Context: an optimization exercise on an open-source flow, tuned for small area. The choices shown serve that exercise and are no tape-out recipe. Only simulation tests tie the RTL to the original design; equivalence was not proved. No activity file was given, so power comes from the tool's default toggle rates.

==> design.v <==
module frameCounter (
    input  logic Clk, Reset,
    input  logic fre,
    output logic changeFrame,
    output logic tick
);
    logic [3:0] a;
    logic       b;
    logic [2:0] c;
    logic wa, ia, tb, ic, wc;
    assign wa = fre & ((a == 4'd9) | (a == 4'd15));     
    assign ia = fre & ~wa;                              
    assign tb = fre & (a == 4'd9);                      
    assign ic = tb & b;                                 
    assign wc = ic & (c == 3'd5);                       
    always_ff @(posedge Clk) begin
        if (Reset) begin
            a <= 4'd15;
            b <= 1'b0;
            c <= 3'd0;
        end else begin
            a <= wa ? 4'd0 : a + {3'd0, ia};
            b <= b ^ tb;
            c <= wc ? 3'd0 : c + {2'd0, ic};
        end
    end
    assign changeFrame = b;
    assign tick = (a == 4'd8) & b & (c == 3'd5);
endmodule
module health (
    input  logic       Clk, Reset,
    input  logic       fre, tick, hit_en,
    output logic [2:0] health_out,
    output logic       game_over
);
    logic dec;
    assign dec = fre & tick & hit_en & ~game_over;
    always_ff @(posedge Clk) begin
        if (Reset)
            health_out <= 3'd5;
        else
            health_out <= health_out - {2'd0, dec};
    end
    assign game_over = (health_out == 3'd0);
endmodule
module enemy_health4 (
    input  logic       Clk, Reset,
    input  logic       fre, tick,
    input  logic [3:0] enemy_hit_en, is_enemy_shield,
    output logic [3:0] dead,
    output logic       all_dead
);
    logic [3:0][2:0] h;
    logic [3:0] dec;
    assign dec = {4{fre & tick}} & enemy_hit_en & ~is_enemy_shield & ~dead;
    always_ff @(posedge Clk) begin
        for (int i = 0; i < 4; i++) begin
            if (Reset)
                h[i] <= (i == 3) ? 3'd7 : 3'd5;
            else
                h[i] <= h[i] - {2'd0, dec[i]};
        end
    end
    always_comb
        for (int i = 0; i < 4; i++) dead[i] = (h[i] == 3'd0);
    assign all_dead = &dead;
endmodule
module platform (
    input  logic [9:0]  DrawX, DrawY,
    input  logic [13:0] left_bound,
    output logic        is_platform
);
    function automatic logic [13:0] C(input int k);
        case (k)
            0: C = 14'd0;     1: C = 14'd400;   2: C = 14'd500;   3: C = 14'd750;
            4: C = 14'd870;   5: C = 14'd910;   6: C = 14'd1000;  7: C = 14'd1200;
            8: C = 14'd1330;  9: C = 14'd1650;  10: C = 14'd2000; 11: C = 14'd2050;
            12: C = 14'd2200; 13: C = 14'd2600; 14: C = 14'd3100; default: C = 14'd4479;
        endcase
    endfunction
    function automatic logic [9:0] TOPK(input int k);
        case (k)
            0: TOPK = 10'd300;  1: TOPK = 10'd400;  2: TOPK = 10'd300;  3: TOPK = 10'd225;
            4: TOPK = 10'd150;  5: TOPK = 10'd180;  6: TOPK = 10'd280;  7: TOPK = 10'd380;
            8: TOPK = 10'd440;  9: TOPK = 10'd340;  10: TOPK = 10'd380; 11: TOPK = 10'd280;
            12: TOPK = 10'd220; 13: TOPK = 10'd340; default: TOPK = 10'd440;
        endcase
    endfunction
    function automatic logic ge14(input logic [13:0] a, input logic [13:0] b);
        logic c;
        c = 1'b1;
        for (int i = 0; i < 14; i++) c = (a[i] & ~b[i]) | (a[i] & c) | (~b[i] & c);
        ge14 = c;
    endfunction
    logic [13:0] sx;
    always_comb begin
        logic c;
        c = 1'b0;
        for (int i = 0; i < 14; i++) begin
            logic a;
            a = (i < 10) ? DrawX[i] : 1'b0;
            sx[i] = a ^ left_bound[i] ^ c;
            c = (a & left_bound[i]) | (c & (a ^ left_bound[i]));
        end
    end
    logic [15:0] past;
    always_comb begin
        for (int k = 0; k < 16; k++) past[k] = ge14(sx, C(k));
        is_platform = 1'b0;
        for (int k = 0; k < 15; k++)
            if (past[k] && !past[k+1] && ge14(14'(DrawY), 14'(TOPK(k)))) is_platform = 1'b1;
    end
endmodule
module ball4 (
    input  logic        Clk, Reset,
    input  logic        fre,             
    input  logic        game_over,
    input  logic [7:0]  keycode,
    input  logic [10:0] dxp, dxm,        
    input  logic        dxlo,            
    input  logic [10:0] dyp, dym,        
    input  logic        dylo,            
    input  logic [3:0]  near,            
    input  logic [3:0]  enemy_shield,
    output logic        is_ball,
    output logic        is_shield, is_punch,
    output logic [3:0]  is_attack,
    output logic [13:0] player_location, Ball_X, Ball_Y, left_bound,
    output logic        ball_direction,
    output logic        can_move
);
    function automatic logic le14(input logic [13:0] a, input logic [13:0] b);
        logic c;
        c = 1'b1;
        for (int i = 0; i < 14; i++) c = (~a[i] & b[i]) | (~a[i] & c) | (b[i] & c);
        le14 = c;
    endfunction
    function automatic logic [13:0] add14(input logic [13:0] a, input logic [13:0] b, input logic ci);
        logic c;
        c = ci;
        for (int i = 0; i < 14; i++) begin
            add14[i] = a[i] ^ b[i] ^ c;
            c = (a[i] & b[i]) | (c & (a[i] ^ b[i]));
        end
    endfunction
    function automatic logic [13:0] C(input int k);
        case (k)
            0: C = 14'd0;     1: C = 14'd400;   2: C = 14'd500;   3: C = 14'd750;
            4: C = 14'd870;   5: C = 14'd910;   6: C = 14'd1000;  7: C = 14'd1200;
            8: C = 14'd1330;  9: C = 14'd1650;  10: C = 14'd2000; 11: C = 14'd2050;
            12: C = 14'd2200; 13: C = 14'd2600; 14: C = 14'd3100; default: C = 14'd4479;
        endcase
    endfunction
    function automatic logic [8:0] TOPK(input int k);
        case (k)
            0: TOPK = 9'd300;  1: TOPK = 9'd400;  2: TOPK = 9'd300;  3: TOPK = 9'd225;
            4: TOPK = 9'd150;  5: TOPK = 9'd180;  6: TOPK = 9'd280;  7: TOPK = 9'd380;
            8: TOPK = 9'd440;  9: TOPK = 9'd340;  10: TOPK = 9'd380; 11: TOPK = 9'd280;
            12: TOPK = 9'd220; 13: TOPK = 9'd340; default: TOPK = 9'd440;
        endcase
    endfunction
    function automatic logic [8:0] BOTK(input int k);
        case (k)
            0: BOTK = 9'd350;  1: BOTK = 9'd450;  2: BOTK = 9'd350;  3: BOTK = 9'd275;
            4: BOTK = 9'd200;  5: BOTK = 9'd230;  6: BOTK = 9'd330;  7: BOTK = 9'd430;
            8: BOTK = 9'd479;  9: BOTK = 9'd390;  10: BOTK = 9'd430; 11: BOTK = 9'd330;
            12: BOTK = 9'd370; 13: BOTK = 9'd390; default: BOTK = 9'd479;
        endcase
    endfunction
    logic [13:0] X, P, LB;
    logic [8:0]  Y;
    logic        f;                      
    logic [3:0]  top_i, tl_i, tr_i;      
    logic        dir, shield, attack;
    logic [3:0]  hit;
    logic [13:0] X_n, P_n, LB_n;
    logic [8:0]  Y_n;
    logic        f_n;
    logic [3:0]  top_n, tl_n, tr_n;
    logic        dir_n, shield_n, attack_n;
    logic [3:0]  hit_n;
    always_ff @(posedge Clk) begin
        if (Reset) begin
            X <= 14'd320; P <= 14'd320; LB <= 14'd0; Y <= 9'd270; f <= 1'b0;
            top_i <= 4'd0; tl_i <= 4'd0; tr_i <= 4'd0;
            dir <= 1'b1; shield <= 1'b0; attack <= 1'b0; hit <= 4'b0;
        end else begin
            X <= X_n; P <= P_n; LB <= LB_n; Y <= Y_n; f <= f_n;
            top_i <= top_n; tl_i <= tl_n; tr_i <= tr_n;
            dir <= dir_n; shield <= shield_n; attack <= attack_n; hit <= hit_n;
        end
    end
    logic fe, kl, kr, kj, ks, ka;
    assign fe = fre & ~game_over;
    assign kl = (keycode == 8'd4);
    assign kr = (keycode == 8'd7);
    assign kj = (keycode == 8'd26);
    assign ks = (keycode == 8'd22);
    assign ka = (keycode == 8'd44);
    logic [14:0] below, landing;     
    logic [14:0] yb;                 
    always_comb
        for (int k = 0; k < 15; k++) begin
            below[k]   = ~le14(14'(TOPK(k) - 9'd31), 14'(Y));
            landing[k] = ~le14(14'(Y), 14'(TOPK(k) - 9'd37));
            yb[k]      = ~le14(14'(Y), 14'(TOPK(k) - 9'd30)) & ~le14(14'(BOTK(k) + 9'd30), 14'(Y));
        end
    logic [8:0] yadd;                    
    logic ymv;                           
    assign ymv = fe && (kj || (~landing[top_i] && below[top_i] && below[tl_i] && below[tr_i]));
    assign yadd = Y + (!ymv ? 9'd0 : (kj && ~below[top_i]) ? 9'd312 : 9'd6);
    logic [8:0] land_y;                 
    always_comb begin
        land_y = 9'd0;
        for (int k = 0; k < 16; k++) if (top_i == 4'(k)) land_y = TOPK(k) - 9'd31;
    end
    logic [3:0]  sP;
    always_comb begin
        sP = 4'd0;
        for (int k = 1; k < 16; k++)
            if (le14(C(k), P)) sP = 4'(k);
    end
    logic [13:0] cs, gap, plw, prw;        
    logic [10:0] d, e;                   
    always_comb begin
        cs = 14'd0; gap = 14'd0; plw = 14'd0; prw = 14'd0;
        for (int k = 0; k < 16; k++)
            if (sP == 4'(k)) begin
                cs = C(k); gap = C(k + 1) - C(k);
                plw = C(k) + 14'd21; prw = C(k + 1) - 14'd21;
            end
    end
    assign d = 11'(add14(P, ~cs, 1'b1));
    assign e = 11'(add14(gap, ~{3'd0, d}, 1'b1));
    logic collL, collR;
    logic [2:0] dl, er;
    always_comb begin
        collL = (sP >= 4'd1) && (sP <= 4'd14) && le14(14'd20, 14'(d)) && le14(14'(d), 14'd26) && yb[sP - 4'd1];
        collR = (sP <= 4'd13) && le14(14'd21, 14'(e)) && le14(14'(e), 14'd26) && yb[sP + 4'd1];
        dl = d[2:0] - 3'd4;              
        er = e[2:0] - 3'd5;              
    end
    logic lb0, lbnear, rbend, c3, d2, d3;
    assign lb0    = (LB == 14'd0);
    assign lbnear = le14(LB, 14'd6) || le14(14'd8198, LB);
    assign rbend  = f ? (LB == 14'd3839) : (LB == 14'd3840);
    assign c3     = rbend && ~le14(P, 14'd4160);
    assign d2     = f ? (le14(14'd3833, LB) && le14(LB, 14'd15737)) : (le14(14'd3834, LB) && le14(LB, 14'd15738));
    assign d3     = lb0 && ~le14(14'd320, P);
    logic p4166, p315;
    assign p4166 = ~le14(14'd4166, P);   
    assign p315  = le14(14'd315, P);     
    always_comb begin
        can_move = 1'b0;
        if (fe) begin
            if (kl) begin
                if (lb0) can_move = 1'b1;
                else if (lbnear) can_move = 1'b0;
                else if (c3) can_move = ~(~collL && p4166);
            end
            if (kr) begin
                if (rbend) can_move = 1'b1;
                else if (d2) can_move = 1'b0;
                else if (d3) can_move = ~(~collR && p315);
            end
        end
    end
    logic [3:0] w;
    logic       lb_add, lb_set0, lb_setR;
    always_comb begin
        w = 4'd0; lb_add = 1'b0; lb_set0 = 1'b0; lb_setR = 1'b0;
        if (kl) begin
            if (lb0) ;
            else if (lbnear) lb_set0 = ~collL;
            else if (c3) begin
                lb_add = ~collL && p4166;
                w = {1'b0, P[2:0]} - 4'd6;
            end else begin
                lb_add = 1'b1;
                w = collL ? 4'd1 - {1'b0, dl} : -4'sd6;
            end
        end
        if (kr) begin
            if (rbend) ;
            else if (d2) lb_setR = ~collR;
            else if (d3) begin
                lb_add = ~collR && p315;
                w = P[3:0] - 4'd10;
            end else begin
                lb_add = 1'b1;
                w = collR ? {1'b0, er} : 4'd6;
            end
        end
    end
    logic xle21, xre;
    assign xle21 = le14(X, 14'd21);
    assign xre   = le14(14'd618, X) && le14(X, 14'd16363);
    logic [5:0]  xa;                     
    logic [13:0] xs, ps, pm;             
    logic mv;
    assign mv = fe & (kl | kr);
    always_comb begin
        if (!mv)     xa = 6'd0;
        else if (kl) xa = collL ? -6'sd21 - {3'd0, dl} : -6'sd6;
        else         xa = collR ? 6'd20 + {3'd0, er} : 6'd6;
    end
    assign xs = add14(X, {{8{xa[5]}}, xa}, 1'b0);
    assign ps = add14(P, !mv ? 14'd0 : kl ? -14'sd6 : 14'd6, 1'b0);
    assign pm = {ps[13:8] - 6'd15, ps[7:0]};
    logic [13:0] lbs;                    
    assign lbs = add14(LB, (fe && lb_add) ? {{10{w[3]}}, w} : 14'd0, 1'b0);
    always_comb begin
        X_n = xs; P_n = ps; LB_n = lbs; Y_n = yadd; f_n = f;
        top_n = top_i; tl_n = tl_i; tr_n = tr_i;
        dir_n = dir; shield_n = shield; attack_n = attack; hit_n = hit;
        if (fe) begin
            shield_n = ks;
            attack_n = ka;
            hit_n = near & ~enemy_shield & {4{attack}};
            if (kj) begin
                if (~below[top_i] && Y <= 9'd200)
                    Y_n = 9'd30;
                else
                    Y_n = yadd;
            end else if (landing[top_i])
                Y_n = land_y;
            else if (below[top_i] && below[tl_i] && below[tr_i])
                Y_n = yadd;
            if (kl | kr) begin
                dir_n = kr;
                if (can_move) begin
                    if (kl ? (~collL && xle21) : (~collR && xre))
                        X_n = kl ? 14'd20 : 14'd619;
                    else
                        X_n = xs;
                end else if (kl ? (lbnear && !lb0 && !collL) : (d2 && !rbend && !collR))
                    X_n = kl ? ps : pm;
                else
                    X_n = 14'd320;
                if (kl ? collL : collR)
                    P_n = kl ? plw : prw;
                else if (can_move && (kl ? xle21 : xre))
                    P_n = kl ? 14'd20 : 14'd4453;
                else
                    P_n = ps;
                if (lb_set0) begin LB_n = 14'd0; f_n = 1'b0; end
                if (lb_setR) begin LB_n = 14'd3839; f_n = 1'b1; end
                if (sP != 4'd15) top_n = sP;
                if (le14(14'd15, P) && ~le14(14'd4494, P))
                    tl_n = (sP == 4'd15) ? 4'd14 : (sP != 4'd0 && d < 11'd15) ? sP - 4'd1 : sP;
                if (~le14(14'd4464, P))
                    tr_n = (e <= 11'd15) ? sP + 4'd1 : sP;
                else if (le14(14'd16369, P))
                    tr_n = 4'd0;
            end
        end
    end
    assign is_ball = le14(X, 14'(dxp)) && (dxlo || le14(14'(dxm), X)) &&
                     le14(14'(Y), 14'(dyp)) && (dylo || le14(14'(dym), 14'(Y)));
    assign player_location = P;
    assign Ball_X          = X;
    assign Ball_Y          = {5'd0, Y};
    assign left_bound      = LB;
    assign ball_direction  = dir;
    assign is_shield       = shield;
    assign is_punch        = attack;
    assign is_attack       = {4{attack & ~game_over}} & (fe ? (near & ~enemy_shield) : hit);
endmodule
module enemy4 (
    input  logic        Clk, Reset,
    input  logic        fre,
    input  logic [10:0] dxp, dxm,        
    input  logic        dxlo,            
    input  logic [10:0] dyp, dym,        
    input  logic        dylo,            
    input  logic [7:0]  keycode,
    input  logic [13:0] Ball_X,
    input  logic        can_move,
    input  logic [13:0] player_location,
    input  logic        hit_en,
    input  logic [3:0]  dead,
    output logic [3:0]  is_enemy, is_enemy_shield, is_enemy_attack, direction, near,
    output logic [55:0] enemy_location, Enemy_X, Enemy_Y
);
    function automatic logic [14:0] add15(input logic [14:0] a, input logic [14:0] b, input logic ci);
        logic c;
        c = ci;
        for (int i = 0; i < 15; i++) begin
            add15[i] = a[i] ^ b[i] ^ c;
            c = (a[i] & b[i]) | (c & (a[i] ^ b[i]));
        end
    endfunction
    logic [13:0] P;
    assign P = player_location;
    logic seen;
    always_ff @(posedge Clk) begin
        if (Reset) seen <= 1'b0;
        else if (fre) seen <= 1'b1;
    end
    logic kany, k4, k7;
    assign kany = (keycode == 8'd0) || (keycode == 8'd22) || (keycode == 8'd44) || (keycode == 8'd26);
    assign k4 = (keycode == 8'd4);
    assign k7 = (keycode == 8'd7);
    logic plo20, phi20;
    assign plo20 = (player_location < 14'd20);
    assign phi20 = (player_location >= 14'd16364);
    for (genvar i = 0; i < 4; i++) begin : g
        enemy_unit #(.IDX(i)) u (
            .Clk(Clk), .Reset(Reset), .fre(fre),
            .dxp(dxp), .dxm(dxm), .dxlo(dxlo), .dyp(dyp), .dym(dym), .dylo(dylo),
            .P(P), .BX(Ball_X), .seen(seen),
            .cmL(can_move | k7 | kany), .cmR(can_move | k4 | kany),
            .plo20(plo20), .phi20(phi20), .hit_en(hit_en), .dead(dead[i]),
            .is_enemy(is_enemy[i]), .shield(is_enemy_shield[i]), .attack_hit(is_enemy_attack[i]),
            .dir(direction[i]), .near(near[i]),
            .L(enemy_location[14*i +: 14]), .X(Enemy_X[14*i +: 14]), .Y(Enemy_Y[14*i +: 14])
        );
    end
endmodule
module enemy_unit #(parameter int IDX = 0) (
    input  logic        Clk, Reset, fre,
    input  logic [10:0] dxp, dxm,
    input  logic        dxlo,
    input  logic [10:0] dyp, dym,
    input  logic        dylo,
    input  logic [13:0] P, BX,
    input  logic        seen,
    input  logic        cmL, cmR,
    input  logic        plo20, phi20,
    input  logic        hit_en, dead,
    output logic        is_enemy, shield, attack_hit, dir, near,
    output logic [13:0] L, X, Y
);
    localparam int B0 = (IDX == 0) ? 20  : (IDX == 1) ? 1023 : (IDX == 2) ? 2220 : 3121;
    localparam int B1 = (IDX == 0) ? 375 : (IDX == 1) ? 1627 : (IDX == 2) ? 2800 : 4453;
    localparam int LS = (IDX == 0) ? 120 : (IDX == 1) ? 1500 : (IDX == 2) ? 2400 : 3800;
    localparam int LW = (IDX == 0) ? 9 : (IDX == 1) ? 11 : (IDX == 2) ? 12 : 13;
    function automatic logic le15(input logic [14:0] a, input logic [14:0] b);
        logic c;
        c = 1'b1;
        for (int i = 0; i < 15; i++) c = (~a[i] & b[i]) | (~a[i] & c) | (b[i] & c);
        le15 = c;
    endfunction
    function automatic logic [14:0] add15(input logic [14:0] a, input logic [14:0] b, input logic ci);
        logic c;
        c = ci;
        for (int i = 0; i < 15; i++) begin
            add15[i] = a[i] ^ b[i] ^ c;
            c = (a[i] & b[i]) | (c & (a[i] ^ b[i]));
        end
    endfunction
    function automatic logic [13:0] add14(input logic [13:0] a, input logic [13:0] b, input logic ci);
        logic c;
        c = ci;
        for (int i = 0; i < 14; i++) begin
            add14[i] = a[i] ^ b[i] ^ c;
            c = (a[i] & b[i]) | (c & (a[i] ^ b[i]));
        end
    endfunction
    function automatic logic [4:0] ytest(input logic [8:0] y, input int tv);
        ytest[4] = ~le15(15'(tv - 1), 15'(y));
        ytest[3] = ~le15(15'(tv - 2), 15'(y));
        ytest[2] = ~le15(15'(y), 15'(tv - 31));
        ytest[1] = ~le15(15'(y), 15'(tv - 37));
        ytest[0] = le15(15'(tv - 31), 15'(y));
    endfunction
    localparam int LR = (IDX == 2) ? 11 : LW;      
    logic [LW-1:0] l, l_n;
    logic [LR-1:0] lr;
    if (IDX == 2) begin : gl2
        assign l = {1'b1, lr};           
    end else begin : gl
        assign l = lr;
    end
    logic [13:0]   x, x_n;
    logic [8:0]    y, yr, y_n;
    logic          m, m_n;               
    logic [1:0]    t, t_n;               
    logic          nm, nm_n;             
    logic          sh, at, ht, dr, sh_n, at_n, ht_n, dr_n;
    logic [1:0]    lm3, lm3_n;           
    always_ff @(posedge Clk) begin
        if (Reset) begin
            x <= 14'(LS); m <= 1'b0; t <= 2'd0;
            nm <= 1'b0; sh <= 1'b0; at <= 1'b0; ht <= 1'b0; dr <= (IDX == 0);
        end else if (fre) begin
            x <= x_n; m <= m_n; t <= t_n;
            nm <= nm_n; sh <= sh_n; at <= at_n; ht <= ht_n; dr <= dr_n;
        end
    end
    always_ff @(posedge Clk) begin
        if (Reset) begin
            lr <= LR'(LS); yr <= 9'd449; lm3 <= 2'(LS % 3);
        end else begin
            lr <= l_n[LR-1:0]; yr <= y_n; lm3 <= lm3_n;
        end
    end
    assign y = (IDX == 0) ? (seen ? 9'd269 : 9'd449) : yr;
    logic [4:0] yt;
    always_comb begin
        yt = ytest(y, 300);
        if (IDX == 1) begin
            yt = (t == 2'd1) ? ytest(y, 280) : (t == 2'd2) ? ytest(y, 380) : (t == 2'd3) ? ytest(y, 440) : ytest(y, 300);
        end
        if (IDX == 2) begin
            yt = (t == 2'd1) ? ytest(y, 220) : (t == 2'd2) ? ytest(y, 340) : ytest(y, 300);
        end
        if (IDX == 3) begin
            yt = seen ? ytest(y, 440) : ytest(y, 300);
        end
    end
    logic [8:0] land_y;                  
    always_comb begin
        land_y = 9'd269;
        if (IDX == 1) land_y = (t == 2'd1) ? 9'd249 : (t == 2'd2) ? 9'd349 : (t == 2'd3) ? 9'd409 : 9'd269;
        if (IDX == 2) land_y = (t == 2'd1) ? 9'd189 : (t == 2'd2) ? 9'd309 : 9'd269;
        if (IDX == 3) land_y = seen ? 9'd409 : 9'd269;
    end
    always_comb begin
        t_n = t;
        if (IDX == 1) t_n = (l < 11'd1200) ? 2'd1 : (l < 11'd1330) ? 2'd2 : 2'd3;
        if (IDX == 2) begin
            if (l >= 12'd2201 && l <= 12'd2598) t_n = 2'd1;
            if (l >= 12'd2601 && l <= 12'd3098) t_n = 2'd2;
        end
    end
    logic ml, mr, az, in320, in340;
    logic [14:0] D;                      
    assign D = add15(15'(l), ~{1'b0, P}, 1'b1);
    if (IDX == 0) begin : g0
        logic ln20, ln30, plo30, phi30;
        assign ln20  = (l < 9'd20);
        assign ln30  = (l < 9'd30);
        assign plo30 = (P < 14'd30);
        assign phi30 = (P >= 14'd16354);
        function automatic logic ge(input logic signed [14:0] d, input int c, input int n);
            if (n >= 1) ge = 1'b0;
            else if (n <= -2) ge = 1'b1;
            else if (n == 0) ge = (d >= $signed(15'(c)));
            else ge = (d >= $signed(15'(c - 16384)));
        endfunction
        int wp20p, wp20m, wp30p, wp30m, wl20, wl30;
        always_comb begin
            wp20p = phi20 ? 1 : 0;  wp20m = plo20 ? -1 : 0;
            wp30p = phi30 ? 1 : 0;  wp30m = plo30 ? -1 : 0;
            wl20  = ln20 ? -1 : 0;  wl30  = ln30 ? -1 : 0;
        end
        logic le_p20_l20, ge_p20_lm20, le_m20_l20, ge_m20_lm20;
        logic le_p30_l30, ge_p30_lm30, le_m30_l30, ge_m30_lm30;
        always_comb begin
            le_p20_l20  = ge(D, 0, -wp20p);                   
            ge_p20_lm20 = ~ge(D, 41, wl20 - wp20p);           
            le_m20_l20  = ge(D, -40, -wp20m);                 
            ge_m20_lm20 = ~ge(D, 1, wl20 - wp20m);            
            le_p30_l30  = ge(D, 0, -wp30p);
            ge_p30_lm30 = ~ge(D, 61, wl30 - wp30p);
            le_m30_l30  = ge(D, -60, -wp30m);
            ge_m30_lm30 = ~ge(D, 1, wl30 - wp30m);
            ml = ~ge_p20_lm20;                                
            mr = ~le_m20_l20;                                 
            az = ge_p20_lm20 | le_m20_l20;
            near = ((le_p20_l20 & ge_p20_lm20) | (le_m20_l20 & ge_m20_lm20)) &
                   ((le_p30_l30 & ge_p30_lm30) | (le_m30_l30 & ge_m30_lm30));
            in320 = (D[13:0] <= 14'd320);
            in340 = (D[13:0] >= 14'd16044) && (D[13:0] <= 14'd16364);
        end
    end else begin : g1
        logic c_gt, c_lt;
        assign c_gt  = ~D[14] & ~le15(D, 15'd40);             
        assign c_lt  = D[14] & ~le15(15'h7FD8, D);            
        assign ml    = phi20 | c_gt;
        assign mr    = plo20 | c_lt;
        assign az    = ~(plo20 | phi20);
        assign near  = ~c_gt & ~c_lt;
        assign in320 = ~phi20 & ~D[14] & le15(D, 15'd320);           
        assign in340 = ~plo20 & D[14] & le15(15'h7EAC, D);           
    end
    logic jw, cw;
    always_comb begin
        jw = 1'b0; cw = 1'b0;
        if (IDX == 1) begin
            jw = (l >= 1020 && l <= 1026) || (l >= 1220 && l <= 1226) || (l >= 1350 && l <= 1356);
            cw = (l >= 1020 && l <= 1024 && y > 150 && y < 260) ||
                 (l >= 1220 && l <= 1224 && y > 250 && y < 360) ||
                 (l >= 1350 && l <= 1354 && y > 350 && y < 460);
        end
        if (IDX == 2) begin
            jw = (l >= 2220 && l <= 2226) || (l >= 2620 && l <= 2626);
            cw = (l >= 2220 && l <= 2224 && y > 250 && y < 360) ||
                 (l >= 2620 && l <= 2624 && y > 190 && y < 400);
        end
        if (IDX == 3) begin
            jw = (l >= 3120 && l <= 3126);
            cw = (l >= 3120 && l <= 3124 && y > 310 && y < 420);
        end
    end
    logic s1, s2;                        
    assign s1 = nm & (lm3 == 2'd2);
    assign s2 = nm & (lm3 == 2'd0);
    logic [1:0]  la;                     
    logic        selk2;                  
    logic        xc;                     
    logic [13:0] xcv;
    logic [8:0]  ya;                     
    logic        yc;                     
    logic [8:0]  ycv;
    always_comb begin
        la = 2'd0; selk2 = 1'b0; xc = 1'b0; xcv = 14'd0;
        dr_n = dr;
        nm_n = 1'b1;
        m_n = (IDX == 0) ? yt[4] : yt[3];
        ya = m ? 9'd6 : 9'd0; yc = 1'b0; ycv = land_y;
        if (m ? yt[1] : yt[2]) begin     
            m_n = 1'b0;
            yc = 1'b1;
        end
        if (m ? (y <= 9'd37) : (y <= 9'd31)) m_n = 1'b1;
        if (ml) begin
            dr_n = 1'b0;
            nm_n = 1'b0;
            if (l >= LW'(B0)) begin
                if (IDX == 0 && cmL && P <= 14'd319 && l <= LW'(21)) begin
                    xc = 1'b1; xcv = 14'd20; la = 2'd3;
                end else begin
                    la = 2'd1;
                    if (!(cmL && !cw)) begin
                        if (in320) selk2 = 1'b1;
                        else begin xc = 1'b1; xcv = 14'd662; end
                    end
                end
                if (jw) begin
                    if (yt[0]) begin
                        if (y <= 9'd200) begin yc = 1'b1; ycv = 9'd30; end
                        else begin yc = 1'b0; ya = -9'sd200; end
                    end else begin
                        yc = 1'b0; ya = 9'd6;
                    end
                end
            end
        end
        if (mr) begin
            dr_n = 1'b1;
            nm_n = 1'b0;
            xc = 1'b0; selk2 = 1'b0;
            if (l <= LW'(B1)) begin
                la = 2'd2;
                if (!cmR) begin
                    if (in340) selk2 = 1'b1;
                    else begin xc = 1'b1; xcv = 14'd15745; end
                end
            end else
                la = 2'd0;
        end
        if (IDX == 0) m_n = seen & ~m;
    end
    logic [1:0]  la_f;                   
    logic [8:0]  ya_f;
    logic        yc_f;
    assign la_f = fre ? la : 2'd0;
    assign ya_f = fre ? ya : 9'd0;
    assign yc_f = fre & yc;
    logic [13:0] xsum;
    assign xsum = add14(selk2 ? 14'd320 : BX, D[13:0], 1'b0);
    always_comb begin
        case (la_f)
            2'd1:    begin l_n = l - LW'(4); lm3_n = (lm3 == 2'd0) ? 2'd2 : lm3 - 2'd1; end
            2'd2:    begin l_n = l + LW'(4); lm3_n = (lm3 == 2'd2) ? 2'd0 : lm3 + 2'd1; end
            2'd3:    begin l_n = LW'(20);    lm3_n = 2'd2; end
            default: begin l_n = l;          lm3_n = lm3; end
        endcase
        x_n = x;
        if (ml | mr) x_n = xc ? xcv : xsum;
        y_n = yc_f ? ycv : y + ya_f;
    end
    assign sh_n = az & s1;
    assign at_n = az & s2;
    assign ht_n = near & hit_en & at & ~dead & (l >= LW'(B0)) & (l <= LW'(B1));
    assign is_enemy = le15({1'b0, x}, 15'(dxp)) && (dxlo || le15(15'(dxm), {1'b0, x})) &&
                      le15(15'(y), 15'(dyp)) && (dylo || le15(15'(dym), 15'(y))) && ~dead;
    assign shield     = sh;
    assign attack_hit = at & ht;
    assign dir        = dr;
    assign L          = 14'(l);
    assign X          = x;
    assign Y          = {5'd0, y};
endmodule
module game_core (
    input  logic        Clk,
    input  logic        Reset,           
    input  logic        frame_clk,       
    input  logic [7:0]  keycode,
    input  logic [9:0]  DrawX,
    input  logic [9:0]  DrawY,
    output logic        is_ball,
    output logic [3:0]  is_enemy,
    output logic        is_platform,
    output logic        is_shield,
    output logic        is_punch,
    output logic [3:0]  is_attack,
    output logic [13:0] player_location,
    output logic [13:0] Ball_X,
    output logic [13:0] Ball_Y,
    output logic        ball_direction,
    output logic [55:0] enemy_loc,
    output logic [55:0] Enemy_X,
    output logic [55:0] Enemy_Y,
    output logic [3:0]  enemy_direction,
    output logic [3:0]  is_enemy_shield,
    output logic [3:0]  is_enemy_attack,
    output logic [2:0]  health_out,
    output logic        game_over,
    output logic [3:0]  dead,
    output logic        all_dead,
    output logic        changeFrame,
    output logic [13:0] left_bound
);
    logic frame_clk_delayed, fre;
    always_ff @(posedge Clk) begin
        frame_clk_delayed <= frame_clk;
        fre <= frame_clk & ~frame_clk_delayed;
    end
    logic       tick, can_move;
    logic [3:0] near;
    logic [10:0] dxp, dxm, dyp, dym;
    logic        dxlo, dylo;
    assign dxp  = {1'b0, DrawX} + 11'd20;
    assign dxm  = {1'b0, DrawX} - 11'd20;
    assign dxlo = (DrawX < 10'd20);
    assign dyp  = {1'b0, DrawY} + 11'd30;
    assign dym  = {1'b0, DrawY} - 11'd30;
    assign dylo = (DrawY < 10'd30);
    frameCounter frame_count (
        .Clk(Clk), .Reset(Reset), .fre(fre), .changeFrame(changeFrame), .tick(tick)
    );
    ball4 ball_instance (
        .Clk(Clk), .Reset(Reset), .fre(fre), .game_over(game_over), .keycode(keycode),
        .dxp(dxp), .dxm(dxm), .dxlo(dxlo), .dyp(dyp), .dym(dym), .dylo(dylo), .near(near), .enemy_shield(is_enemy_shield),
        .is_ball(is_ball), .is_shield(is_shield), .is_punch(is_punch), .is_attack(is_attack),
        .player_location(player_location), .Ball_X(Ball_X), .Ball_Y(Ball_Y),
        .left_bound(left_bound), .ball_direction(ball_direction), .can_move(can_move)
    );
    enemy4 enemy (
        .Clk(Clk), .Reset(Reset), .fre(fre), .dxp(dxp), .dxm(dxm), .dxlo(dxlo), .dyp(dyp), .dym(dym), .dylo(dylo),
        .keycode(keycode), .Ball_X(Ball_X), .can_move(can_move), .player_location(player_location),
        .hit_en(~is_shield), .dead(dead), .is_enemy(is_enemy), .is_enemy_shield(is_enemy_shield),
        .is_enemy_attack(is_enemy_attack), .direction(enemy_direction), .near(near),
        .enemy_location(enemy_loc), .Enemy_X(Enemy_X), .Enemy_Y(Enemy_Y)
    );
    platform plat (
        .DrawX(DrawX), .DrawY(DrawY), .left_bound(left_bound), .is_platform(is_platform)
    );
    health player_health (
        .Clk(Clk), .Reset(Reset), .fre(fre), .tick(tick), .hit_en(|is_enemy_attack),
        .health_out(health_out), .game_over(game_over)
    );
    enemy_health4 enemy_health (
        .Clk(Clk), .Reset(Reset), .fre(fre), .tick(tick), .enemy_hit_en(is_attack),
        .is_enemy_shield(is_enemy_shield), .dead(dead), .all_dead(all_dead)
    );
endmodule
==> flow/run.sh <==
#!/bin/bash
# Own layout flow: the standard synthesis; then the combinational logic of
# the synthesized netlist is re-mapped for area with ABC (flip-flops are kept
# as they are: same instances, names and cells; several ABC random seeds are
# tried in parallel and the smallest netlist is kept); then the standard
# layout from floorplan to the final layout, with the smallest buffer on each
# port.  Each tool's output goes to a log file of its own in this folder.
set -euo pipefail
here=$(pwd)
flowdir=$here/flow
results=$here/orfs/results/${FLOW_PLATFORM}/game_core/base
lib=$FLOW_HOME/platforms/${FLOW_PLATFORM}/lib/sky130_fd_sc_hd__tt_025C_1v80.lib
yosys_bin=$FLOW_HOME/../tools/install/yosys/bin/yosys
[ -x "$yosys_bin" ] || yosys_bin=yosys

# 1. standard synthesis
bash standard.sh synth > $here/log_1_synth.txt 2>&1

# 2. area re-mapping of the combinational logic, in two passes; each pass
#    tries several ABC seeds in parallel and keeps the smallest netlist
du=""
for c in $(cat $flowdir/dontuse.txt); do du="$du -dont_use $c"; done
printf 'set_driving_cell sky130_fd_sc_hd__buf_1\nset_load 5\n' > $here/remap_abc.constr
remap_pass() {  # remap_pass NAME INPUT.v DSTIME SEEDS... ; leaves the best as NAME_best.v
  local name=$1 input=$2 dstime=$3; shift 3
  local s
  for s in "$@"; do
    sed "s/@SEED@/$s/; s/@TIME@/$dstime/" $flowdir/remap.abc > $here/${name}_$s.abc
    cat > $here/${name}_$s.ys <<EOY
read_liberty -ignore_miss_func $lib
blackbox $(tr '\n' ' ' < $flowdir/seqcells.txt)
read_verilog $input
hierarchy -top $FLOW_TOP
rename -hide c:_*
flatten
opt_clean -purge
abc -liberty $lib $du -script $here/${name}_$s.abc -constr $here/remap_abc.constr
opt_clean -purge
hilomap -singleton -hicell sky130_fd_sc_hd__conb_1 HI -locell sky130_fd_sc_hd__conb_1 LO
splitnets
opt_clean -purge
insbuf -buf sky130_fd_sc_hd__buf_4 A X
opt_clean -purge
tee -o $here/${name}_stat_$s.txt stat -liberty $lib
write_verilog -noattr -noexpr -nohex -nodec $here/${name}_out_$s.v
EOY
    $yosys_bin -s $here/${name}_$s.ys > $here/log_2_${name}_$s.txt 2>&1 &
  done
  wait
  local best="" bestarea="" a
  for s in "$@"; do
    a=$(sed -n "s/.*Chip area for module.*: \([0-9.]*\).*/\1/p" $here/${name}_stat_$s.txt 2>/dev/null | head -1)
    [ -n "$a" ] || continue
    if [ -z "$best" ] || awk "BEGIN{exit !($a < $bestarea)}"; then best=$s; bestarea=$a; fi
  done
  echo "$name: seed $best area $bestarea" >> $here/log_2_remap_choice.txt
  [ -n "$best" ]
  cp $here/${name}_out_$best.v $here/${name}_best.v
  echo "$bestarea" > $here/${name}_best_area.txt
}
cp $results/1_2_yosys.v $here/remap_in.v
remap_pass remap1 $here/remap_in.v 300 1 2 3 4 5 6 7 8 9 10 11 12
remap_pass remap2 $here/remap1_best.v 150 11 12 13 14 15 16 17 18
# keep the second pass only if it improved on the first
if awk "BEGIN{exit !($(cat $here/remap2_best_area.txt) < $(cat $here/remap1_best_area.txt))}"; then
  cp $here/remap2_best.v $results/1_2_yosys.v
else
  cp $here/remap1_best.v $results/1_2_yosys.v
fi
touch $results/1_2_yosys.v

# 3. standard layout from the re-mapped netlist
bash standard.sh BUFFER_PORTS_ARGS="-buffer_cell sky130_fd_sc_hd__buf_1" finish > $here/log_3_layout.txt 2>&1
==> flow/dontuse.txt <==
sky130_fd_sc_hd__probe_p_8 sky130_fd_sc_hd__probec_p_8 sky130_fd_sc_hd__lpflow_bleeder_1 sky130_fd_sc_hd__lpflow_clkbufkapwr_1 sky130_fd_sc_hd__lpflow_clkbufkapwr_16 sky130_fd_sc_hd__lpflow_clkbufkapwr_2 sky130_fd_sc_hd__lpflow_clkbufkapwr_4 sky130_fd_sc_hd__lpflow_clkbufkapwr_8 sky130_fd_sc_hd__lpflow_clkinvkapwr_1 sky130_fd_sc_hd__lpflow_clkinvkapwr_16 sky130_fd_sc_hd__lpflow_clkinvkapwr_2 sky130_fd_sc_hd__lpflow_clkinvkapwr_4 sky130_fd_sc_hd__lpflow_clkinvkapwr_8 sky130_fd_sc_hd__lpflow_decapkapwr_12 sky130_fd_sc_hd__lpflow_decapkapwr_3 sky130_fd_sc_hd__lpflow_decapkapwr_4 sky130_fd_sc_hd__lpflow_decapkapwr_6 sky130_fd_sc_hd__lpflow_decapkapwr_8 sky130_fd_sc_hd__lpflow_inputiso0n_1 sky130_fd_sc_hd__lpflow_inputiso0p_1 sky130_fd_sc_hd__lpflow_inputiso1n_1 sky130_fd_sc_hd__lpflow_inputiso1p_1 sky130_fd_sc_hd__lpflow_inputisolatch_1 sky130_fd_sc_hd__lpflow_isobufsrc_1 sky130_fd_sc_hd__lpflow_isobufsrc_16 sky130_fd_sc_hd__lpflow_isobufsrc_2 sky130_fd_sc_hd__lpflow_isobufsrc_4 sky130_fd_sc_hd__lpflow_isobufsrc_8 sky130_fd_sc_hd__lpflow_isobufsrckapwr_16 sky130_fd_sc_hd__lpflow_lsbuf_lh_hl_isowell_tap_1 sky130_fd_sc_hd__lpflow_lsbuf_lh_hl_isowell_tap_2 sky130_fd_sc_hd__lpflow_lsbuf_lh_hl_isowell_tap_4 sky130_fd_sc_hd__lpflow_lsbuf_lh_isowell_4 sky130_fd_sc_hd__lpflow_lsbuf_lh_isowell_tap_1 sky130_fd_sc_hd__lpflow_lsbuf_lh_isowell_tap_2 sky130_fd_sc_hd__lpflow_lsbuf_lh_isowell_tap_4
==> flow/remap.abc <==
strash
dc2
&get -n
&deepsyn -T @TIME@ -S @SEED@
&put
dch -f
amap -F 10 -A 20
topo
stime -c
==> flow/seqcells.txt <==
sky130_fd_sc_hd__dfbbn_1
sky130_fd_sc_hd__dfbbn_2
sky130_fd_sc_hd__dfbbp_1
sky130_fd_sc_hd__dfrbp_1
sky130_fd_sc_hd__dfrbp_2
sky130_fd_sc_hd__dfrtn_1
sky130_fd_sc_hd__dfrtp_1
sky130_fd_sc_hd__dfrtp_2
sky130_fd_sc_hd__dfrtp_4
sky130_fd_sc_hd__dfsbp_1
sky130_fd_sc_hd__dfsbp_2
sky130_fd_sc_hd__dfstp_1
sky130_fd_sc_hd__dfstp_2
sky130_fd_sc_hd__dfstp_4
sky130_fd_sc_hd__dfxbp_1
sky130_fd_sc_hd__dfxbp_2
sky130_fd_sc_hd__dfxtp_1
sky130_fd_sc_hd__dfxtp_2
sky130_fd_sc_hd__dfxtp_4
sky130_fd_sc_hd__dlclkp_1
sky130_fd_sc_hd__dlclkp_2
sky130_fd_sc_hd__dlclkp_4
sky130_fd_sc_hd__dlrbn_1
sky130_fd_sc_hd__dlrbn_2
sky130_fd_sc_hd__dlrbp_1
sky130_fd_sc_hd__dlrbp_2
sky130_fd_sc_hd__dlrtn_1
sky130_fd_sc_hd__dlrtn_2
sky130_fd_sc_hd__dlrtn_4
sky130_fd_sc_hd__dlrtp_1
sky130_fd_sc_hd__dlrtp_2
sky130_fd_sc_hd__dlrtp_4
sky130_fd_sc_hd__dlxbn_1
sky130_fd_sc_hd__dlxbn_2
sky130_fd_sc_hd__dlxbp_1
sky130_fd_sc_hd__dlxtn_1
sky130_fd_sc_hd__dlxtn_2
sky130_fd_sc_hd__dlxtn_4
sky130_fd_sc_hd__dlxtp_1
sky130_fd_sc_hd__edfxbp_1
sky130_fd_sc_hd__edfxtp_1
sky130_fd_sc_hd__lpflow_inputisolatch_1
sky130_fd_sc_hd__sdfbbn_1
sky130_fd_sc_hd__sdfbbn_2
sky130_fd_sc_hd__sdfbbp_1
sky130_fd_sc_hd__sdfrbp_1
sky130_fd_sc_hd__sdfrbp_2
sky130_fd_sc_hd__sdfrtn_1
sky130_fd_sc_hd__sdfrtp_1
sky130_fd_sc_hd__sdfrtp_2
sky130_fd_sc_hd__sdfrtp_4
sky130_fd_sc_hd__sdfsbp_1
sky130_fd_sc_hd__sdfsbp_2
sky130_fd_sc_hd__sdfstp_1
sky130_fd_sc_hd__sdfstp_2
sky130_fd_sc_hd__sdfstp_4
sky130_fd_sc_hd__sdfxbp_1
sky130_fd_sc_hd__sdfxbp_2
sky130_fd_sc_hd__sdfxtp_1
sky130_fd_sc_hd__sdfxtp_2
sky130_fd_sc_hd__sdfxtp_4
sky130_fd_sc_hd__sdlclkp_1
sky130_fd_sc_hd__sdlclkp_2
sky130_fd_sc_hd__sdlclkp_4
sky130_fd_sc_hd__sedfxbp_1
sky130_fd_sc_hd__sedfxbp_2
sky130_fd_sc_hd__sedfxtp_1
sky130_fd_sc_hd__sedfxtp_2
sky130_fd_sc_hd__sedfxtp_4
==> standard.sh <==
#!/bin/bash
# synth_recipe.tcl (not shown) runs the flow's synth.tcl, then flattens the netlist and writes it again
# the make line also repeats each setting of config.mk as NAME=value (left out here)
make -C /OpenROAD-flow-scripts/flow DESIGN_CONFIG=/design/flow/config.mk WORK_HOME=/design/flow/orfs CLKGATE_MAP_FILE= SYNTH_SCRIPT=/design/flow/synth_recipe.tcl "${@:-finish}"
==> config.mk <==
export PLATFORM = sky130hd
export DESIGN_NAME = game_core
export DESIGN_NICKNAME = game_core
export VERILOG_FILES = /design/flow/design.v
export SDC_FILE = /design/flow/constraint.sdc
export NUM_CORES = 8
export LEC_CHECK = 0
export ABC_AREA = 1
export CAP_MARGIN = 10
export CORE_MARGIN = 2
export CORE_UTILIZATION = 65
export CTS_CLUSTER_DIAMETER = 115
export CTS_CLUSTER_SIZE = 22
export PLACE_DENSITY = 0.85
export SLEW_MARGIN = 10
==> constraint.sdc <==
create_clock -name core_clock -period 25.0 [get_ports {Clk}]
set_input_delay 5.0000 -clock core_clock [delete_from_list [all_inputs] [get_ports {Clk}]]
set_output_delay 5.0000 -clock core_clock [all_outputs]
set_load 0.01 [all_outputs]
==> results of run 1 <==
## layout by cell type, fill, tap and decap left out, types with 16 or more instances in the layout
master    count
dfxtp_1     251
nor4_1       39
o32ai_1      28
nand3_1      59
a31oi_1      60
o21ai_0     366
a222oi_1     26
buf_4        28
conb_1       50
a221oi_1     16
a21oi_1     310
o221ai_1     55
o211ai_1     41
nor2b_1      23
o22ai_1     179
nor2_1      637
o22a_1       19
o311ai_0     18
o21a_1       41
a211oi_1     37
or2_0        27
o221a_1      17
buf_1       238
nor3_1      116
a22oi_1      35
nand2_1     277
clkinv_1    457
## critical path: stages
cell and delay [ns]:
buf_1 0.20, clkinv_1 0.33, o22ai_1 0.29, a21oi_1 0.12, o21bai_1 0.22, nor2_1 0.13, a21oi_1 0.08, o22ai_1 0.21
nor2_1 0.08, a21oi_1 0.20, nor2_1 0.09, a21oi_1 0.17, nor2_1 0.08, a21oi_1 0.17, nor2_1 0.08, a21oi_1 0.18
nor2_1 0.08, a21oi_1 0.33, clkinv_1 0.24, a2111oi_0 0.67, a211oi_1 0.17, nor4_1 0.30, nor3_1 0.09, o22a_1 0.20
nand2_1 0.08, buf_1 0.15
## sequential cells by signal (all words and copies together), names as in the netlist, 8 cells and up
signal	flops
ball_instance.LB	14
ball_instance.P	14
ball_instance.X	14
ball_instance.Y	9
enemy.g.u.lm3	8
enemy.g.u.lr	36
enemy.g.u.x	56
enemy.g.u.yr	27
enemy_health.h	12
## report_power, final
group          internal (mW)  total, mW  leakage [nW]  switching [mW]
Clock                  0.110      0.266         0.196           0.155
Sequential             0.415      0.445          2.04          0.0294
Combinational         0.0689      0.236          5.38           0.168
## final timing paths
kind                                       endpoint  cells past startpoint
worst max-delay path                    is_platform                     26
worst min-delay path                            fre                      1
worst max register to register  ball_instance.X[13]                     55
worst min register to register                  fre                      1
## area by class of cell
class                   instances  area [µm²]  area share (%)
flip-flops and latches        251        5025           22.02
inverters                     458        1719           7.534
multi-input cells            2635       14000           61.36
clock buffers                  15       375.4           1.645
clock inverters                 2       25.02          0.1097
repair buffers                267        1111           4.869
well taps                     442       553.0           2.424
diodes                          3       7.507         0.03290
## routing by layer
metal | global-route usage [%] | vias up | wire [µm]
li1 | - | 12810 | -
met2 | 79.29 | 2735 | 38100
met5 | 0.1481 | - | 78
met3 | 17.49 | 759 | 15100
met1 | 62.33 | 12830 | 31340
met4 | 40.03 | 2 | 9151
## per-stage QoR
stage | hold WS (ns) | cells | setup WS, ns
finish | 0.3926 | 4073 | 10.05
CTS | 0.3928 | 4070 | 10.28
global route | 0.4131 | 4071 | 9.585
global placement | 0.3708 | 4053 | 10.47
detailed placement | 0.3799 | 4053 | 10.35
floorplan | 0.3674 | 3430 | 11.50
==> run summary, run 1 <==
The clock network latency to the later pin of the worst-skew pair is 0.54 ns. The run gives 0 as the quantity of hold-fixing buffers added after cts. Setup violations remaining at the end of the flow were counted as 0.

Tracing the worst setup path back leads to its startpoint at DrawX[1]. Adding up every negative setup slack in the final design gives 0 ns. Synthesis produced 3382 cells. The detailed-route DRC error count was 0. Placer congestion estimate: 1.128.

TritonCTS built the clock tree. The starting density of the core is 65.51%, and the number of sinks driven by the clock tree is 251. The tools report the post-cts repair resize count as 0. Cells fill 70.49% of the core in the end. The number of buffers inserted during clock tree synthesis is 15, and the total placed instance area is 0.02241 mm². The worst hold path begins at frame_clk_delayed.

The count of buffers added on input and output ports is 239. The final routed wire length divided by cell count came out at 23.02 µm. Measured against its own limit, the worst slew margin works out to 6.705%. Across all layers, the routed design uses 29140 vias. Each instance of the synthesized netlist takes up on average 6.270 µm². Summed over all layers, the routed wires come to 93.77 mm. The number of vias per cell after detailed routing came out at 7.154. The tools report the endpoint type of the worst setup path as an output port. Share of post-route cells with drive strength above 1: 1.323%.

In the final design database the tool counted 3659 nets. The initial antenna violation count is 4. The tools report the number of pins exceeding their max-slew limit in the final report as 0. For the detailed placer's ending HPWL, the log shows 70.44 mm. In this run the core area contains 66 standard-cell rows. Of all nets on the critical path, the largest fanout is 10. Once detail routing completed, the nets flagged for antenna violations numbered 0. Across the run, the number of max-cap violations was 0. STA puts the critical path data required time at 20.00 ns. The worst path uses 59.81% of the clock period.

The first detailed-routing pass ran for 14 iterations. For the number of synthesis warnings, the log shows 11. The die is 184.6 µm tall. Static timing analysis puts the maximum clock frequency at 66.87 MHz. The tools report the total congestion overflow as 0.

The floorplan die width is 184.6 µm, and the first-pass GRT wire length is 141.3 mm. The run gives 0.02121 mm² as the post-synthesis instance area. For the overall global routing resource usage, the log shows 52.78%. VDD sags by at most 58.64 µV. For the via count of the first global-routing pass, the log shows 26300. The time the final worst path needs with I/O delays and setup is 14.95 ns. For the pin with the worst max-slew slack, the measured transition is 1.385 ns. The min-delay analysis places its worst path in the category reg2reg. Placeable core region: 0.03237 mm². Pin placement for this block handled 290 I/O pins. CTS placed an instance of clkbuf_16 at the clock tree root. The number of design-rule violations left by the first detailed-router iteration was 5002.

The clock passes through at most 3 buffers. Relative to the synthesized area, the layout overhead comes to 7.599%. The run gives 946.8 µW as the power after layout. The power per cell area is 41.49 mW/mm².

The filler cells instantiated in the layout total 2892. The floorplan die area is 0.03409 mm², and the number of setup buffers added after CTS is 0. The H-tree depth reported by CTS was 1. The setup clock skew after layout was 0.03153 ns; the final hold violation count was 0.

Setup repair after global routing left no endpoint under its margin. Entering global routing, the biggest net connects 63 pins. After routing the design area is 0.02282 mm². The run finished with no timing, DRC or antenna violations.

The slack of the worst reg-to-reg path is 11.03 ns, and the data arrival at the endpoint of the critical path is 9.95 ns. The kind of critical path is in2out. Launch point of the worst reg-to-reg path: ball_instance.P[12]. Clock-pin slew was measured on the worst setup and hold paths at 0.10 ns. For this design the static power due to leakage is 7.624 nW. The tools report the nature of the critical path startpoint as an input port.
==> run 2, diff against run 1 <==
--- a/config.mk
+++ b/config.mk
@@ -8,3 +8,3 @@
 export ABC_AREA = 1
-export CAP_MARGIN = 10
+export CAP_MARGIN = 5
 export CORE_MARGIN = 2
@@ -14,2 +14,2 @@
 export PLACE_DENSITY = 0.85
-export SLEW_MARGIN = 10
+export SLEW_MARGIN = 5
==> run summary, run 2 <==
The run finished with no timing, DRC or antenna violations. The launch point of the worst reg-to-reg path is ball_instance.P[12] (unchanged). For the total placed instance area, the log shows 0.02241 mm² (unchanged). The most frequent standard cell in the layout excluding fill and tap cells is nor2_1 (unchanged). The tools report the relative slew slack as 1.798% (was 6.705%).

For the number of cell rows, the log shows 66 (unchanged). The number of buffers between clock root and the deepest sink was 3 (unchanged); the final routed wire length divided by cell count was 23.09 µm (was 23.02 µm). For the total congestion overflow, the log shows 0 (unchanged). The synthesized area divided by synthesized cell count is 6.270 µm² (unchanged). The cell at the root of the clock tree was clkbuf_16 (unchanged).

The run gives 46.9% (was 47.0%) as the relative contribution of sequential cells to total power. The worst reg2reg path endpoint is ball_instance.X[13] (unchanged). The net switching fraction of the power works out to 37.22% (was 37.20%).

Registers with the most flip-flops: enemy.g.u.x: 56 flops, enemy.g.u.lr: 36 flops, enemy.g.u.yr: 27 flops (unchanged). The clock transition at the registers of the reported paths was 0.10 ns (about the same). The quantity of hold-fixing buffers added after cts came out at 0 (unchanged). Final antenna-violating net count: 0 (unchanged). The routed wire length came out at 94.03 mm (was 93.77 mm).

The tools report the switching component of the power as 352.5 µW (was 352.2 µW). The detailed placer's ending HPWL is 70.44 mm (unchanged), and the I/O pin total is 290 (unchanged). The number of sinks driven by the clock tree was 251 (unchanged); the routed via count was 29290 (was 29140).

The overall global routing resource usage was 52.78% (unchanged). The run gives 0.03020 ns (was 0.03153 ns) as the setup clock skew after layout. The post-route non-filler standard cell count was 4072 (was 4073).

The transition time of the tightest slew-check pin is 1.470 ns (was 1.385 ns). Most frequent cells in the layout: nor2_1 (637), clkinv_1 (457), o21ai_0 (366), a21oi_1 (310), nand2_1 (277) (unchanged). TritonCTS built the clock tree. The kind of critical path was in2out (unchanged). The number of cells after detailed placement was 4053 (unchanged); the max-capacitance violation count was 0 (unchanged).

The tools report the end of the critical path as is_platform (unchanged). The run gives 10.05 ns (about the same) as the final setup slack of the worst path. The nature of the critical path startpoint is an input port (unchanged).

The power per cell area is 41.52 mW/mm² (was 41.49 mW/mm²), and the smallest hold slack is 0.3930 ns (was 0.3926 ns). The number of flip-flops in the largest register is 56 (unchanged). The logs give 0.03237 mm² (unchanged) for the placeable core region and 9.95 ns (about the same) for the data arrival at the endpoint of the critical path. The tools report the total non-filler cell area in the finished layout as 0.02281 mm² (was 0.02282 mm²). The tools report the worst voltage drop across the vdd grid as 58.58 µV (was 58.64 µV). The fmax was 66.87 MHz (about the same); the count of mapped cells out of synthesis was 3382 (unchanged). The number of buffers inserted during clock tree synthesis was 15 (unchanged). Setup repair after global routing left no endpoint under its margin.

The number of input and output port buffers inserted works out to 239 (unchanged). The time the final worst path needs with I/O delays and setup came out at 14.95 ns (about the same). The number of setup buffers added after CTS is 0 (unchanged). The part of the power in the clock network was 28.1% (about the same); the y dimension of the die was 184.6 µm (unchanged). The register with the most flip-flops was enemy.g.u.x (unchanged). The logs give 10.90 ns (was 11.03 ns) for the slack of the worst reg-to-reg path and 65.51% (unchanged) for the starting density of the core.

The tools report the floorplan die area as 0.03409 mm² (unchanged). The launching element of the worst setup path was DrawX[1] (unchanged). Via count of the first global-routing pass: 26300 (unchanged). The detailed-route DRC error count was 0 (unchanged); the number of nets in the finished design was 3659 (unchanged). The share of post-route cells with drive strength above 1 works out to 1.295% (was 1.323%).

The final hold violation count is 0 (unchanged). Endpoint type of the worst setup path: an output port (unchanged). The maximum fanout along the worst path is 10 (unchanged), and the logic gate share of total power is 24.9% (was 25.0%). The worst reg2reg path depth came out at 55 (unchanged). The number of pins exceeding their max-slew limit in the final report was 0 (unchanged); the post-route fraction of the period consumed by the critical path was 59.82% (was 59.81%). The path type of the worst min-delay path is reg2reg (unchanged). The number of inserted filler cells in the final layout was 2893 (was 2892); the cell-internal power was 594.6 µW (about the same).

The initial antenna violation count is 4 (unchanged). The minimum setup slack after placement was 10.35 ns (unchanged); the H-tree depth reported by CTS was 1 (unchanged). The post-synthesis instance area came out at 0.02121 mm² (unchanged). The run gives 20.00 ns (about the same) as the data required time at the worst endpoint. The total iterations of the first detailed-routing run was 11 (was 14); the first-pass GRT wire length was 141.3 mm (unchanged).

The setup TNS after final layout is 0 ns (unchanged), and the number of design-rule violations left by the first detailed-router iteration is 4954 (was 5002). The static leakage is 7.622 nW (was 7.624 nW), and the number of vias per cell after detailed routing is 7.192 (was 7.154). The signed area change from the synthesized netlist to the final layout was 7.564% (was 7.599%). The tools report the placer congestion estimate as 1.128 (unchanged).

For the number of endpoints failing setup at the final stage, the log shows 0 (unchanged). The post-cts repair resize count is 0 (unchanged). The pin count of the biggest net entering global routing was 63 (unchanged); the power after layout was 947.1 µW (was 946.8 µW). The floorplan die width works out to 184.6 µm (unchanged). The number of synthesis warnings was 11 (unchanged); the final standard cell utilization of the core was 70.47% (was 70.49%). The clock network latency to the later pin of the worst-skew pair is 0.54 ns (about the same).
## run 2: power groups by stage
stage               clock [mW]  sequential, mW  combinational [mW]
global placement             0           0.450               0.217
detailed placement           0           0.451               0.221
global route             0.273           0.445               0.254
finish                   0.266           0.445               0.236
CTS                      0.258           0.441               0.223
floorplan                    0           0.446               0.154
## run 2: final cells by class
class                   count  area [µm²]  area share [%]
diodes                      2       5.005         0.02194
clock buffers              15       375.4           1.646
repair buffers            267        1111           4.871
inverters                 458        1719           7.537
well taps                 442       553.0           2.424
flip-flops and latches    251        5025           22.03
clock inverters             2       25.02          0.1097
multi-input cells        2635       14000           61.36
## run 2: worst max-delay path, stage by stage
cell and delay, ns:
buf_1 0.21, clkinv_1 0.34, o22ai_1 0.29, a21oi_1 0.12
o21bai_1 0.22, nor2_1 0.13, a21oi_1 0.08, o22ai_1 0.21
nor2_1 0.08, a21oi_1 0.19, nor2_1 0.08, a21oi_1 0.18
nor2_1 0.08, a21oi_1 0.17, nor2_1 0.08, a21oi_1 0.18
nor2_1 0.08, a21oi_1 0.32, clkinv_1 0.24, a2111oi_0 0.67
a211oi_1 0.17, nor4_1 0.30, nor3_1 0.09, o22a_1 0.20
nand2_1 0.07, buf_1 0.15
## run 2: how the worst min path moves through the flow
stage | from | to | cells after the start | slack [ns]
6_report | frame_clk_delayed | fre | 1 | 0.39
5_1_grt | frame_clk_delayed | fre | 1 | 0.41
4_1_cts | frame_clk_delayed | fre | 1 | 0.39
3_5_place_dp | frame_clk_delayed | fre | 1 | 0.38
3_3_place_gp | frame_clk_delayed | fre | 1 | 0.37
2_1_floorplan | frame_clk_delayed | fre | 1 | 0.37
## run 2: per-layer routing
layer	track usage [%]	vias to the layer above	wire [µm]
li1	-	12820	-
met3	17.49	750	15280
met4	40.03	0	9057
met1	62.33	12940	31340
met2	79.29	2782	38360
met5	0.1481	-	0
==> run 3, diff against run 2 <==
--- a/flow/run.sh
+++ b/flow/run.sh
@@ -61,10 +61,12 @@
 cp $results/1_2_yosys.v $here/remap_in.v
-remap_pass remap1 $here/remap_in.v 300 1 2 3 4 5 6 7 8 9 10 11 12
-remap_pass remap2 $here/remap1_best.v 150 11 12 13 14 15 16 17 18
-# keep the second pass only if it improved on the first
-if awk "BEGIN{exit !($(cat $here/remap2_best_area.txt) < $(cat $here/remap1_best_area.txt))}"; then
-  cp $here/remap2_best.v $results/1_2_yosys.v
-else
-  cp $here/remap1_best.v $results/1_2_yosys.v
-fi
+remap_pass remap1 $here/remap_in.v 300 1 2 3 4 5 6 7 8 9 10 11 12 13 14 15 16
+remap_pass remap2 $here/remap1_best.v 200 21 22 23 24 25 26 27 28
+remap_pass remap3 $here/remap2_best.v 150 31 32 33 34 35 36 37 38
+# keep the smallest netlist of the three passes
+best=remap1
+for p in remap2 remap3; do
+  if awk "BEGIN{exit !($(cat $here/${p}_best_area.txt) < $(cat $here/${best}_best_area.txt))}"; then best=$p; fi
+done
+echo "kept: $best" >> $here/log_2_remap_choice.txt
+cp $here/${best}_best.v $results/1_2_yosys.v
 touch $results/1_2_yosys.v
--- a/config.mk
+++ b/config.mk
@@ -8,8 +8,8 @@
 export ABC_AREA = 1
-export CAP_MARGIN = 5
+export CAP_MARGIN = 10
 export CORE_MARGIN = 2
-export CORE_UTILIZATION = 65
+export CORE_UTILIZATION = 45
 export CTS_CLUSTER_DIAMETER = 115
 export CTS_CLUSTER_SIZE = 22
-export PLACE_DENSITY = 0.85
-export SLEW_MARGIN = 5
+export PLACE_DENSITY = 0.8
+export SLEW_MARGIN = 10
==> run summary, run 3 <==
The number of input and output port buffers inserted was 239 (unchanged); the number of vias per cell after detailed routing was 6.616 (was 7.192). The run gives 11.38 ns (was 10.90 ns) as the slack of the worst reg-to-reg path. Registers with the most flip-flops: enemy.g.u.x: 56 flops, enemy.g.u.lr: 36 flops, enemy.g.u.yr: 27 flops (unchanged).

The beginning of the worst hold path is frame_clk_delayed (unchanged). The worst voltage drop across the vdd grid was 32.77 µV (was 58.58 µV). Final routed wire length divided by cell count: 23.45 µm (was 23.09 µm). The tools report the post-synthesis instance area as 0.02119 mm² (was 0.02121 mm²). For the total congestion overflow, the log shows 0 (unchanged).

The part of the power in the clock network came out at 28.9% (was 28.1%). The cell count of the worst hold path is 1 (unchanged). The number of buffers and inverters on the critical path came out at 4 (unchanged).

Most frequent cells in the layout: nor2_1 (613), clkinv_1 (483), o21ai_0 (385), a21oi_1 (304), nand2_1 (265) (was nor2_1 (637), clkinv_1 (457), o21ai_0 (366), a21oi_1 (310), nand2_1 (277)). The static leakage was 7.717 nW (was 7.622 nW); the first-pass GRT wire length was 148.1 mm (was 141.3 mm). The floorplan die width was 221.0 µm (was 184.6 µm). The final hold violation count was 0 (unchanged). The run gives 65 (was 63) as the pin count of the biggest net entering global routing. The endpoint of the worst hold path was fre (unchanged). Post-cts repair resize count: 0 (unchanged).

The number of inserted filler cells in the final layout is 4951 (was 2893), and the via count of the first global-routing pass is 24700 (was 26300). The net switching fraction of the power works out to 36.92% (was 37.22%). The number of flip-flops in the largest register was 56 (unchanged); the relative slew slack was 13.57% (was 1.798%). The tools report the number of pins exceeding their max-slew limit in the final report as 0 (unchanged). The launching element of the worst setup path is DrawX[0] (was DrawX[1]).

The run gives 1 (unchanged) as the H-tree depth reported by CTS. The synthesized area divided by synthesized cell count is 6.279 µm² (was 6.270 µm²). The cell at the root of the clock tree is clkbuf_16 (unchanged).

TritonCTS built the clock tree. The count of mapped cells out of synthesis was 3374 (was 3382). The time the final worst path needs with I/O delays and setup works out to 14.92 ns (was 14.95 ns).

The tools report the total iterations of the first detailed-routing run as 9 (was 11). The run gives 0.04883 mm² (was 0.03409 mm²) as the floorplan die area. Max-capacitance violation count: 0 (unchanged).

The run gives 38.59% (was 52.78%) as the overall global routing resource usage. The maximum fanout along the worst path was 9 (was 10). For the number of synthesis warnings, the log shows 11 (unchanged). The worst reg2reg path endpoint is ball_instance.LB[12] (was ball_instance.X[13]). Critical path's slowest cell: or4_1 (was a2111oi_0). The number of buffers between clock root and the deepest sink was 3 (unchanged); the logic gate share of total power was 24.9% (about the same).

The I/O pin total is 290 (unchanged), and the placer congestion estimate is 1.048 (was 1.128). The signed area change from the synthesized netlist to the final layout was 9.556% (was 7.564%). The final setup slack of the worst path was 10.08 ns (was 10.05 ns). The tools report the endpoint type of the worst setup path as an output port (unchanged). The run gives 0 (unchanged) as the number of setup buffers added after CTS. The tools report the nature of the critical path startpoint as an input port (unchanged). The detailed-route DRC error count is 0 (unchanged), and the worst reg2reg path depth is 50 (was 55). For the data arrival at the endpoint of the critical path, the log shows 9.92 ns (was 9.95 ns).

Initial antenna violation count: 1 (was 4). The tools report the launch point of the worst reg-to-reg path as ball_instance.P[8] (was ball_instance.P[12]). The critical path's largest stage delay is 0.49 ns (was 0.67 ns), and the share of post-route cells with drive strength above 1 is 2.029% (was 1.295%). The kind of critical path was in2out (unchanged).

The data required time at the worst endpoint came out at 20.00 ns (about the same). For the number of cell rows, the log shows 79 (was 66). The number of nets in the finished design is 3675 (was 3659), and the routed wire length is 99.81 mm (was 94.03 mm). The register with the most flip-flops is enemy.g.u.x (unchanged). Family with the most delay on the worst path: compound AO/OA/AOI/OAI gates (unchanged). The quantity of hold-fixing buffers added after cts is 0 (unchanged), and the y dimension of the die is 221.0 µm (was 184.6 µm). The placeable core region was 0.04656 mm² (was 0.03237 mm²). The number of buffers inserted during clock tree synthesis is 15 (unchanged), and the post-route fraction of the period consumed by the critical path is 59.69% (was 59.82%). The most frequent standard cell in the layout excluding fill and tap cells is nor2_1 (unchanged). The minimum setup slack after placement is 10.32 ns (was 10.35 ns). The flow ran to the end and the layout has no timing, DRC or antenna violations.

The tools report the setup clock skew after layout as 0.03731 ns (was 0.03020 ns). The setup TNS after final layout is 0 ns (unchanged), and the cell-internal power is 607.4 µW (was 594.6 µW). The routed via count was 28160 (was 29290); the number of sinks driven by the clock tree was 251 (unchanged). The transition time of the tightest slew-check pin came out at 1.264 ns (was 1.470 ns).

Setup repair after global routing left no endpoint under its margin. The clock network latency to the later pin of the worst-skew pair came out at 0.56 ns (was 0.54 ns). The logs give 45.51% (was 65.51%) for the starting density of the core and 0 (unchanged) for the number of endpoints failing setup at the final stage. The clock transition at the registers of the reported paths is 0.08 ns (was 0.10 ns). The path type of the worst min-delay path was reg2reg (unchanged). The final antenna-violating net count is 0 (unchanged), and the smallest hold slack is 0.3859 ns (was 0.3930 ns). The fmax was 67.02 MHz (was 66.87 MHz); the relative contribution of sequential cells to total power was 46.2% (was 46.9%). The detailed placer's ending HPWL is 76.93 mm (was 70.44 mm). Power per cell area: 41.49 mW/mm² (was 41.52 mW/mm²). The logs give 355.5 µW (was 352.5 µW) for the switching component of the power and 4064 (was 4954) for the number of design-rule violations left by the first detailed-router iteration.
==> run 3: per-stage QoR <==
step                cells  util (%)  instance area, µm²  total power [mW]
floorplan            3422         -               21370            0.6021
global placement     4234     48.92               22770            0.6813
detailed placement   4234     48.92               22770            0.6808
CTS                  4254     49.84               23200            0.9504
global route         4254     49.84               23200            0.9961
finish               4256     49.85               23210            0.9630
==> run 3: worst register-to-register path, delay by kind of cell (launching register included) <==
family          cells  cell delay, ns
compound gates     19            4.78
buf+inv            10            2.80
flops               1            0.32
simple gates       21            5.58
==> run 3: routing by layer <==
layer | GRT usage, % | vias up | wire, µm | part of all wire [%]
li1 | - | 12880 | - | -
met1 | 49.10 | 12780 | 37620 | 38
met2 | 58.27 | 2032 | 41350 | 41
met3 | 8.379 | 470 | 12730 | 13
met4 | 26.37 | 0 | 8108 | 8.1
met5 | 0 | - | 0 | 0
==> run 3: area by class of cell <==
cell class	count	area (µm²)	share of cell area [%]
diodes	2	5.005	0.02156
clock buffers	16	379.1	1.633
clock inverters	4	51.30	0.2210
inverters	484	1818	7.833
multi-input cells	2601	13880	59.82
flip-flops and latches	251	5025	21.65
well taps	607	759.5	3.272
repair buffers	291	1289	5.553
==> run 3: worst max-delay path by stage <==
stage             endpoint  slack (ns)  cells past startpoint
2_1_floorplan  is_platform       11.52                     25
3_3_place_gp   is_platform       10.37                     26
3_5_place_dp   is_platform       10.32                     26
4_1_cts        is_platform       10.27                     26
5_1_grt        is_platform        9.60                     26
6_report       is_platform       10.08                     26
==> run 3: power by group through the flow <==
stage                     clock [mW]  combinational (mW)  sequential (mW)
after floorplan                    0               0.155            0.447
after global placement             0               0.229            0.452
after detailed placement           0               0.229            0.452
after CTS                      0.278               0.230            0.443
after global routing           0.291               0.259            0.446
final                          0.279               0.240            0.445

==> re-timing with driven ports <==
The results above use ideal ports. As a check the final layouts listed here were re-extracted and re-timed, cells and wires unchanged.
Step 1 sets driving cells, clkbuf_16 on the clock port and buf_2 on the other inputs (assumed; they add their load-dependent delay and slew).
Step 2 times the ports against the registers' clock, not the clock port: input delays grow and output delays shrink by t, the midpoint of the rising clock arrivals with the driver on.
Three values: ideal ports, drivers, drivers and shift; two values: the first two.
run | shift t [ns] | slack for setup (ns) | worst data-port slew with drivers (ns)
run 1 | 0.584 | 10.047 / 10.025 / 10.025 | 0.04
run 2 | 0.585 | 10.046 / 10.024 / 10.024 | 0.04
run 3 | 0.607 | 10.078 / 10.052 / 10.052 | 0.05
After both steps setup and hold are still met in every run listed. For run 3, which loses most, drivers alone change the setup slack by -0.026 ns; drivers and shift together by -0.026 ns.
